Background: an optimization exercise with open tools, aiming at small area and a short achievable clock period. Do not read the settings as production practice.
Only simulation tests tie the RTL to the original design; equivalence was not proved.

## run 1
Design mas_mul_vedic_32x32, start of the top module:
module mas_mul_vedic_32x32 (
  input               clk,
  input               rstn,
  input        [31:0] in1,
  input        [31:0] in2,
  output logic [63:0] res
);
wire  [63:0] p;
wire  [15:0] eone, etwo, eneg;
logic [15:0] bone, btwo, bneg;    
logic        nb31;                
logic [31:0] na;                  
always_ff @(posedge clk, negedge rstn) begin
  if (!rstn) res <= '0;
  else       res <= p;
end
always_ff @(posedge clk) begin
  na <= ~(in1 & {32{rstn}});
end
always_ff @(posedge clk) begin
  bone <= eone;
  btwo <= etwo;
  bneg <= eneg;
end
always_ff @(posedge clk) begin
  nb31 <= ~in2[31];
end
assign eone[0] = ~(in2[0] ^ 1'b0);
assign etwo[0] = ~((in2[1] & ~in2[0] & ~1'b0) | (~in2[1] & in2[0] & 1'b0));
assign eneg[0] = in2[1];
assign eone[1] = ~(in2[2] ^ in2[1]);
assign etwo[1] = ~((in2[3] & ~in2[2] & ~in2[1]) | (~in2[3] & in2[2] & in2[1]));
assign eneg[1] = in2[3];
assign eone[2] = ~(in2[4] ^ in2[3]);
assign etwo[2] = ~((in2[5] & ~in2[4] & ~in2[3]) | (~in2[5] & in2[4] & in2[3]));
assign eneg[2] = in2[5];
assign eone[3] = ~(in2[6] ^ in2[5]);
assign etwo[3] = ~((in2[7] & ~in2[6] & ~in2[5]) | (~in2[7] & in2[6] & in2[5]));
assign eneg[3] = in2[7];
assign eone[4] = ~(in2[8] ^ in2[7]);
assign etwo[4] = ~((in2[9] & ~in2[8] & ~in2[7]) | (~in2[9] & in2[8] & in2[7]));
assign eneg[4] = in2[9];
assign eone[5] = ~(in2[10] ^ in2[9]);
assign etwo[5] = ~((in2[11] & ~in2[10] & ~in2[9]) | (~in2[11] & in2[10] & in2[9]));
assign eneg[5] = in2[11];
assign eone[6] = ~(in2[12] ^ in2[11]);
assign etwo[6] = ~((in2[13] & ~in2[12] & ~in2[11]) | (~in2[13] & in2[12] & in2[11]));
  ...
For scale: roughly 2900 cells after synthesis, about 150 flip-flops, ~130 I/O pins, roughly 27000 sq um of cells after synthesis.
clock: 25.0 ns
lec_check: 0
abc_area: 1
cap_margin: 60
core_margin: 2
core_utilization: 55
cts_cluster_diameter: 150
cts_cluster_size: 36
slew_margin: 60
synth_hierarchical: 1
standard.sh (not shown) runs the stock make flow with config.mk's settings and CLKGATE_MAP_FILE= SYNTH_SCRIPT=/design/flow/synth_recipe.tcl, a recipe that flattens the netlist after the stock synthesis.
==> flow/flow/run.sh <==
#!/bin/bash
# The standard layout, with plain buffers (not delay cells) on the ports.
export BUFFER_PORTS_ARGS="-buffer_cell sky130_fd_sc_hd__buf_2"
bash standard.sh > standard.log 2>&1
[inputs] run 2 vs run 1
- clearing CTS_CLUSTER_DIAMETER, which used to be 150
- swapping 55 for 68 in CORE_UTILIZATION
- clearing CTS_CLUSTER_SIZE, which used to be 36
As far as xor and xnor fraction of the mapped netlist area goes, run 1 and run 2 are indistinguishable; the numbers are identical.
The beginning of the critical path comes out na[20] in one run and na[29] in the other, namely in run 1 and run 2 respectively.
The first-pass GRT wire length was comparable across run 1 and run 2.
Looking at post-route fraction of the period consumed by the critical path, run 2 sits 0.24 points above run 1.
For run 1, the termination of the worst setup path was res[32], unlike run 2, where it was res[33].
Where total wirelength of the detailed-routed design is concerned, run 1 is outperformed by run 2.
Looking at routed length on met2, run 2 sits 3.3% below run 1.
Re number of instances in the synthesized netlist: no difference whatsoever between run 2 and run 1.
Wire length per cell after detailed routing sits higher in run 2 than in run 1.
First-iteration DRC count was lower in run 1 than in run 2.
Delta (run 2 minus run 1): post-route met1 wirelength shows a reduction of 3600 um, layout-stage area growth over the synthesis result went down by 0.74 points, setup slack shrank by 0.059 ns.
The following lists how run 3 was set up differently from run 2:
- swapping 68 for 55 in CORE_UTILIZATION
==> flow/flow/run.sh <==
#!/bin/bash
# The standard layout, with plain buffers (not delay cells) on the ports.
export BUFFER_PORTS_ARGS="-buffer_cell sky130_fd_sc_hd__buf_1"
bash standard.sh > standard.log 2>&1
==> summary.txt <==
Between run 2 and run 3, the flow reports wire length increasing by a few percent. Worst setup slack: run 3 higher than run 2. Compared with run 2, in run 3 clock-buffer cell count fell by 1; die area grew by about 23%.

* * *

Starting RTL as in the previous note.
export LEC_CHECK = 0
export ABC_AREA = 1
export CAP_MARGIN = 60
export CORE_MARGIN = 2
export CORE_UTILIZATION = 45
export SLEW_MARGIN = 60
export SYNTH_HIERARCHICAL = 1
create_clock -name core_clock -period 25.0 [get_ports {clk}]
==> flow/flow/run.sh <==
#!/bin/bash
# The standard layout, with plain buffers (not delay cells) on the ports.
export BUFFER_PORTS_ARGS="-buffer_cell sky130_fd_sc_hd__buf_2"
bash standard.sh > standard.log 2>&1
==> next run, changes <==
CORE_UTILIZATION = 55   (was 45)
What happened:
- first-iteration DRC count goes up by 2.3%
- routed wire length drops by 3.4%
- final area shrinks by 0.79%
- final cell count falls by 4.5%
- clock skew is about the same
- non-clock buffer count went down by 5
- critical path depth climbs by 16
- setup slack is worse by 22 ps
==> next run, changes <==
CAP_MARGIN = 50   (was 60)
SLEW_MARGIN = 50   (was 60)
Outcome: Routed wire length goes down by 0.35%. Hold slack improved by 110 ps. Final area stays flat. Cell count barely changes. Worst setup slack got worse by 15 ps. Utilization hardly moves. Register-to-register slack is worse by 20 ps. Via count shrinks by 0.44%. Global-route usage barely changes.

static timing again, ports no longer ideal:
The flow's constraints put no driver on any port. The routed layouts listed below were extracted and timed again, unchanged, in two steps. Step 1 assumes that a clkbuf_16 drives the clock port and a buf_2 every other input. Step 2 also shifts input and output timing later by t, the mid clock arrival at the registers, as if the neighbouring blocks saw the same clock. Slacks: ideal ports / drivers / drivers and shift; pairs: ideal ports / drivers.
| run | shift t [ns] | setup slack, ns | worst hold slack (ns) | slew at the worst register clock pin (ns) | cell pins on the clock port's net |
|---|---|---|---|---|---|
| run 1 | 0.562 | 18.944 / 18.909 / 18.944 | 0.806 / 0.806 / 0.806 | 0.09 / 0.09 | 1 |
| run 2 | 0.559 | 18.885 / 18.885 / 18.885 | 0.831 / 0.831 / 0.831 | 0.08 / 0.08 | 1 |
| run 3 | 0.544 | 18.902 / 18.860 / 18.790 | 0.812 / 0.812 / 0.812 | 0.08 / 0.08 | 1 |
| the first run of note 2 | 0.557 | 18.966 / 18.905 / 18.826 | 0.830 / 0.830 / 0.830 | 0.08 / 0.08 | 1 |
| the second run of note 2 | 0.562 | 18.944 / 18.909 / 18.944 | 0.806 / 0.806 / 0.806 | 0.09 / 0.09 | 1 |
| the third run of note 2 | 0.561 | 18.929 / 18.919 / 18.929 | 0.915 / 0.915 / 0.915 | 0.09 / 0.09 | 1 |
After both steps setup and hold are still met in every run listed. The setup slack of the first run of note 2, which loses most, moves by -0.061 ns with the drivers and by -0.140 ns with both steps.
